What follows belongs to an exercise in optimizing a design on an open flow for a short achievable clock period and few clock cycles; a production flow would make more cautious choices. The RTL was checked by simulation tests, not by an equivalence proof against the original design.

job 384:
==> flow/design.v <==
`timescale 1ns / 1ps
module riscv_multicycle (
    input  logic        clk_i,
    input  logic        rstn_i,
    output logic [31:0] imem_addr_o,
    input  logic [31:0] imem_rdata_i,
    output logic [31:0] dmem_addr_o,
    output logic [31:0] dmem_wdata_o,
    output logic        dmem_we_o,
    input  logic [31:0] dmem_rdata_i,
    output logic        update_o,
    output logic [31:0] pc_o,
    output logic [31:0] instr_o,
    output logic [ 4:0] reg_addr_o,
    output logic [31:0] reg_data_o,
    output logic [31:0] mem_addr_o,
    output logic [31:0] mem_data_o,
    output logic        mem_wrt_o
);
    function automatic logic [5:0] clz32(input logic [31:0] x);
        logic [15:0] v2, c2;
        logic [7:0]  v4;  logic [15:0] c4;
        logic [3:0]  v8;  logic [11:0] c8;
        logic [1:0]  v16; logic [7:0]  c16;
        logic [4:0]  c32;
        for (int i = 0; i < 16; i++) begin
            v2[i] = x[2*i+1] | x[2*i];
            c2[i] = ~x[2*i+1];
        end
        for (int i = 0; i < 8; i++) begin
            v4[i] = v2[2*i+1] | v2[2*i];
            c4[2*i +: 2] = v2[2*i+1] ? {1'b0, c2[2*i+1]} : {1'b1, c2[2*i]};
        end
        for (int i = 0; i < 4; i++) begin
            v8[i] = v4[2*i+1] | v4[2*i];
            c8[3*i +: 3] = v4[2*i+1] ? {1'b0, c4[2*(2*i+1) +: 2]} : {1'b1, c4[2*(2*i) +: 2]};
        end
        for (int i = 0; i < 2; i++) begin
            v16[i] = v8[2*i+1] | v8[2*i];
            c16[4*i +: 4] = v8[2*i+1] ? {1'b0, c8[3*(2*i+1) +: 3]} : {1'b1, c8[3*(2*i) +: 3]};
        end
        c32 = v16[1] ? {1'b0, c16[7:4]} : {1'b1, c16[3:0]};
        clz32 = (v16[1] | v16[0]) ? {1'b0, c32} : 6'd32;
    endfunction
    function automatic logic [31:0] rev32(input logic [31:0] x);
        for (int i = 0; i < 32; i++) rev32[i] = x[31-i];
    endfunction
    function automatic logic [5:0] cpop32(input logic [31:0] x);
        logic [31:0] s2; logic [23:0] s4; logic [15:0] s8; logic [9:0] s16;
        for (int i = 0; i < 16; i++) s2[2*i +: 2] = {1'b0, x[2*i]} + {1'b0, x[2*i+1]};
        for (int i = 0; i < 8; i++)  s4[3*i +: 3] = {1'b0, s2[2*(2*i) +: 2]} + {1'b0, s2[2*(2*i+1) +: 2]};
        for (int i = 0; i < 4; i++)  s8[4*i +: 4] = {1'b0, s4[3*(2*i) +: 3]} + {1'b0, s4[3*(2*i+1) +: 3]};
        for (int i = 0; i < 2; i++)  s16[5*i +: 5] = {1'b0, s8[4*(2*i) +: 4]} + {1'b0, s8[4*(2*i+1) +: 4]};
        cpop32 = {1'b0, s16[4:0]} + {1'b0, s16[9:5]};
    endfunction
    logic rst_q;                          
    always_ff @(posedge clk_i) rst_q <= rstn_i;
    logic [31:0] x_pc4, x_off;            
    logic        x_jmp, x_br;
    logic [31:1][31:0] rfq;               
    logic [1023:0]     rfv;               
    logic        x_run;                   
    logic [31:0] x_pc, x_ins;
    logic [31:0] x_a, x_b, x_sd;          
    logic        x_cin;
    logic [4:0]  x_rd;
    logic        x_wr;                    
    logic        x_tr;                    
    logic        x_st;                    
    logic        x_add, x_and, x_or, x_slt, x_clz, x_ctz, x_cpop, x_ld;
    logic        r_v;
    logic [31:0] r_pc, r_ins, r_data, r_maddr, r_mdata;
    logic [4:0]  r_rd;
    logic        r_mw;
    logic [31:0] x_sum, x_res;
    logic        x_lt;
    logic [5:0]  x_clzv, x_ctzv, x_cpopv;
    assign x_sum   = x_a + x_b + {31'b0, x_cin};
    assign x_lt    = (x_a[31] == x_b[31]) ? x_a[31] : x_sum[31];
    assign x_clzv  = clz32(x_a);
    assign x_ctzv  = clz32(rev32(x_a));
    assign x_cpopv = cpop32(x_a);
    assign x_res = ({32{x_add}}  & x_sum)
                 | ({32{x_and}}  & (x_a & x_b))
                 | ({32{x_or}}   & (x_a | x_b))
                 | ({32{x_slt}}  & {31'b0, x_lt})
                 | ({32{x_clz}}  & {26'b0, x_clzv})
                 | ({32{x_ctz}}  & {26'b0, x_ctzv})
                 | ({32{x_cpop}} & {26'b0, x_cpopv})
                 | ({32{x_ld}}   & dmem_rdata_i);
    assign dmem_addr_o  = x_sum;
    assign dmem_wdata_o = x_sd;
    assign dmem_we_o    = x_st;
    logic [31:0] ins;
    logic [6:0]  op;
    logic [2:0]  f3;
    logic [4:0]  rs1, rs2, rd;
    logic        is_op, is_opi, is_ld, is_st, is_br, is_jal, is_lui, is_alu, is_zbb;
    logic [31:0] imm_i, imm_s, imm_b, imm_j, imm_u;
    logic [31:0] rf1, rf2, v1, v2, bsrc;
    logic        fw1, fw2, rd1, rd2, take, neg;
    logic [31:0] pc, pc4;
    assign ins = imem_rdata_i;
    assign op  = ins[6:0];
    assign f3  = ins[14:12];
    assign rs1 = ins[19:15];
    assign rs2 = ins[24:20];
    assign rd  = ins[11:7];
    assign is_op  = (op == 7'b0110011);
    assign is_opi = (op == 7'b0010011);
    assign is_ld  = (op == 7'b0000011);
    assign is_st  = (op == 7'b0100011);
    assign is_br  = (op == 7'b1100011);
    assign is_jal = (op == 7'b1101111);
    assign is_lui = (op == 7'b0110111);
    assign is_alu = is_op | is_opi;
    assign is_zbb = (f3 == 3'b001) && (ins[31:22] == 10'b0110000000) && (ins[21:20] != 2'b11);
    assign imm_i = {{20{ins[31]}}, ins[31:20]};
    assign imm_s = {{20{ins[31]}}, ins[31:25], ins[11:7]};
    assign imm_b = {{19{ins[31]}}, ins[31], ins[7], ins[30:25], ins[11:8], 1'b0};
    assign imm_j = {{11{ins[31]}}, ins[31], ins[19:12], ins[20], ins[30:21], 1'b0};
    assign imm_u = {ins[31:12], 12'b0};
    assign rfv = {rfq, 32'b0};
    assign rf1 = rfv[32*rs1 +: 32];
    assign rf2 = rfv[32*rs2 +: 32];
    assign fw1 = x_wr && (x_rd == rs1);
    assign fw2 = x_wr && (x_rd == rs2);
    assign rd1 = rst_q & ~fw1;
    assign rd2 = rst_q & ~fw2;
    assign v1  = ({32{fw1}} & x_res) | ({32{rd1}} & rf1);
    assign v2  = ({32{fw2}} & x_res) | ({32{rd2}} & rf2);
    assign take    = x_jmp | (x_br & (x_a == x_sd));
    assign pc      = !rst_q ? 32'h80000000 : take ? x_pc + x_off : x_pc4;
    assign pc4     = pc + 32'd4;
    assign imem_addr_o = pc;
    always_comb begin
        if (is_op)       bsrc = v2;
        else if (is_st)  bsrc = imm_s;
        else if (is_lui) bsrc = imm_u;
        else if (is_jal) bsrc = 32'b0;
        else             bsrc = imm_i;
    end
    assign neg = is_alu && ((f3 == 3'b010) || (f3 == 3'b000 && is_op && ins[30]));
    always_ff @(posedge clk_i) begin
        for (int i = 1; i < 32; i++) begin
            if (!rst_q)                      rfq[i] <= 32'b0;
            else if (x_wr && x_rd == 5'(i))  rfq[i] <= x_res;
        end
    end
    always_ff @(posedge clk_i) begin
        x_run <= rstn_i;
        x_wr  <= rstn_i & (is_alu | is_ld | is_jal | is_lui) & (rd != 5'd0);
        x_st  <= rstn_i & is_st;
        x_tr  <= is_alu | is_ld | is_jal | is_lui;
        x_pc  <= pc;
        x_pc4 <= pc4;
        x_off <= is_jal ? imm_j : imm_b;
        x_jmp <= is_jal;
        x_br  <= is_br;
        x_ins <= ins;
        x_rd  <= rd;
        x_a   <= is_jal ? pc4 : v1;
        x_b   <= neg ? ~bsrc : bsrc;
        x_cin <= neg;
        x_sd  <= v2;
        x_ld  <= is_ld;
        x_and <= is_alu && f3 == 3'b111;
        x_or  <= is_alu && f3 == 3'b110;
        x_slt <= is_alu && f3 == 3'b010;
        x_clz <= is_alu && is_zbb && ins[21:20] == 2'b00;
        x_ctz <= is_alu && is_zbb && ins[21:20] == 2'b01;
        x_cpop<= is_alu && is_zbb && ins[21:20] == 2'b10;
        x_add <= !(is_ld || (is_alu && (f3 == 3'b111 || f3 == 3'b110 || f3 == 3'b010 || is_zbb)));
    end
    always_ff @(posedge clk_i) begin
        r_v     <= x_run & rstn_i;
        r_pc    <= x_pc;
        r_ins   <= x_ins;
        r_rd    <= x_tr ? x_rd : 5'b0;
        r_data  <= x_tr ? x_res : 32'b0;
        r_mw    <= x_st;
        r_maddr <= x_st ? {2'b0, x_sum[31:2]} : 32'b0;
        r_mdata <= x_st ? x_sd : 32'b0;
    end
    assign update_o   = r_v & rstn_i;
    assign pc_o       = r_pc;
    assign instr_o    = r_ins;
    assign reg_addr_o = r_rd;
    assign reg_data_o = r_data;
    assign mem_addr_o = r_maddr;
    assign mem_data_o = r_mdata;
    assign mem_wrt_o  = r_mw;
endmodule
export LEC_CHECK = 0
export CAP_MARGIN = 20
export CORE_MARGIN = 2
export CORE_UTILIZATION = 40
export SLEW_MARGIN = 20
create_clock -name core_clock -period 22.0 [get_ports {clk_i}]
standard.sh (not shown) runs the stock make flow with config.mk's settings and CLKGATE_MAP_FILE= SYNTH_SCRIPT=/design/flow/synth_recipe.tcl, a recipe that flattens the netlist after the stock synthesis.
==> flow/flow/run.sh <==
#!/bin/bash
# Layout flow: the standard ORFS flow (standard.sh, standard synthesis unchanged) with two
# changes to how the layout is made:
#  - the port buffers that buffer_ports inserts on every input and output are buf_4 cells
#    (the default pick is a slow delay buffer), so each port still gets its own buffer;
set -euo pipefail
export BUFFER_PORTS_ARGS="-buffer_cell sky130_fd_sc_hd__buf_4"
export SETUP_SLACK_MARGIN=13
bash standard.sh > standard_flow.log 2>&1
Testbench counts of job 384, summed over its fixed seeds: cycles 8,965.
--- input diff job 384..job 2182 ---
diff --git a/flow/design.v b/flow/design.v
--- a/flow/design.v
+++ b/flow/design.v
@@ -56,13 +56,12 @@
     logic rst_q;                          
     always_ff @(posedge clk_i) rst_q <= rstn_i;
     logic [31:0] x_pc4, x_off;            
     logic        x_jmp, x_br;
     logic [31:1][31:0] rfq;               
     logic [1023:0]     rfv;               
-    logic        x_run;                   
     logic [31:0] x_pc, x_ins;
     logic [31:0] x_a, x_b, x_sd;          
     logic        x_cin;
     logic [4:0]  x_rd;
     logic        x_wr;                    
     logic        x_tr;                    
@@ -87,13 +86,13 @@
                  | ({32{x_clz}}  & {26'b0, x_clzv})
                  | ({32{x_ctz}}  & {26'b0, x_ctzv})
                  | ({32{x_cpop}} & {26'b0, x_cpopv})
                  | ({32{x_ld}}   & dmem_rdata_i);
     assign dmem_addr_o  = x_sum;
     assign dmem_wdata_o = x_sd;
-    assign dmem_we_o    = x_st;
+    assign dmem_we_o    = x_st & rst_q;
     logic [31:0] ins;
     logic [6:0]  op;
     logic [2:0]  f3;
     logic [4:0]  rs1, rs2, rd;
     logic        is_op, is_opi, is_ld, is_st, is_br, is_jal, is_lui, is_alu, is_zbb;
     logic [31:0] imm_i, imm_s, imm_b, imm_j, imm_u;
@@ -120,14 +119,14 @@
     assign imm_b = {{19{ins[31]}}, ins[31], ins[7], ins[30:25], ins[11:8], 1'b0};
     assign imm_j = {{11{ins[31]}}, ins[31], ins[19:12], ins[20], ins[30:21], 1'b0};
     assign imm_u = {ins[31:12], 12'b0};
     assign rfv = {rfq, 32'b0};
     assign rf1 = rfv[32*rs1 +: 32];
     assign rf2 = rfv[32*rs2 +: 32];
-    assign fw1 = x_wr && (x_rd == rs1);
-    assign fw2 = x_wr && (x_rd == rs2);
+    assign fw1 = rst_q && x_wr && (x_rd == rs1);
+    assign fw2 = rst_q && x_wr && (x_rd == rs2);
     assign rd1 = rst_q & ~fw1;
     assign rd2 = rst_q & ~fw2;
     assign v1  = ({32{fw1}} & x_res) | ({32{rd1}} & rf1);
     assign v2  = ({32{fw2}} & x_res) | ({32{rd2}} & rf2);
     assign take    = x_jmp | (x_br & (x_a == x_sd));
     assign pc      = !rst_q ? 32'h80000000 : take ? x_pc + x_off : x_pc4;
@@ -145,15 +144,14 @@
         for (int i = 1; i < 32; i++) begin
             if (!rst_q)                      rfq[i] <= 32'b0;
             else if (x_wr && x_rd == 5'(i))  rfq[i] <= x_res;
         end
     end
     always_ff @(posedge clk_i) begin
-        x_run <= rstn_i;
-        x_wr  <= rstn_i & (is_alu | is_ld | is_jal | is_lui) & (rd != 5'd0);
-        x_st  <= rstn_i & is_st;
+        x_wr  <= (is_alu | is_ld | is_jal | is_lui) & (rd != 5'd0);
+        x_st  <= is_st;
         x_tr  <= is_alu | is_ld | is_jal | is_lui;
         x_pc  <= pc;
         x_pc4 <= pc4;
         x_off <= is_jal ? imm_j : imm_b;
         x_jmp <= is_jal;
         x_br  <= is_br;
@@ -170,13 +168,13 @@
         x_clz <= is_alu && is_zbb && ins[21:20] == 2'b00;
         x_ctz <= is_alu && is_zbb && ins[21:20] == 2'b01;
         x_cpop<= is_alu && is_zbb && ins[21:20] == 2'b10;
         x_add <= !(is_ld || (is_alu && (f3 == 3'b111 || f3 == 3'b110 || f3 == 3'b010 || is_zbb)));
     end
     always_ff @(posedge clk_i) begin
-        r_v     <= x_run & rstn_i;
+        r_v     <= rst_q & rstn_i;
         r_pc    <= x_pc;
         r_ins   <= x_ins;
         r_rd    <= x_tr ? x_rd : 5'b0;
         r_data  <= x_tr ? x_res : 32'b0;
         r_mw    <= x_st;
         r_maddr <= x_st ? {2'b0, x_sum[31:2]} : 32'b0;
[summary]
Maximum operating frequency ends up higher on job 2182.
Compared job 384 against job 2182; horizontal die dimension within noise.
Where area after synthesis is concerned, job 384 is outperformed by job 2182.
Top routing layer in use: met4 -> job 384, met5 -> job 2182
Compared job 2182 vs job 384, and tightest slew margin relative to the limit is down in job 2182.
From job 2182 to job 384, cell count along the critical path did not move at all.
Compared job 384 against job 2182; latest clock arrival within the worst-skew pair within noise.
Testbench counts of job 2182, summed over its fixed seeds: cycles 8,965.

==> what the ideal ports hide <==
No port has a modelled driver above. Below, the same layouts with a new extraction and two added sets of constraints.
Step 1 sets driving cells, clkbuf_16 on the clock port and buf_2 on the other inputs (assumed; they add their load-dependent delay and slew).
Step 2, shift: input delay + t, output delay - t, t = (earliest + latest rising clock arrival at the registers) / 2. This alone moves slack from input paths to output paths.
a / b / c = ideal ports / drivers / drivers and shift; a / b = the first two.
run	shift t [ns]	setup slack, ns	hold WS [ns]	latest minus earliest clock arrival (ns)
job 384	0.887	12.806 / 12.731 / 12.725	0.321 / 0.321 / 0.321	0.039 / 0.038
job 2182	0.891	12.868 / 12.831 / 12.831	0.321 / 0.321 / 0.321	0.033 / 0.033
After both steps setup and hold are still met in every run listed. For job 384, which loses most, drivers alone change the setup slack by -0.075 ns; drivers and shift together by -0.081 ns.
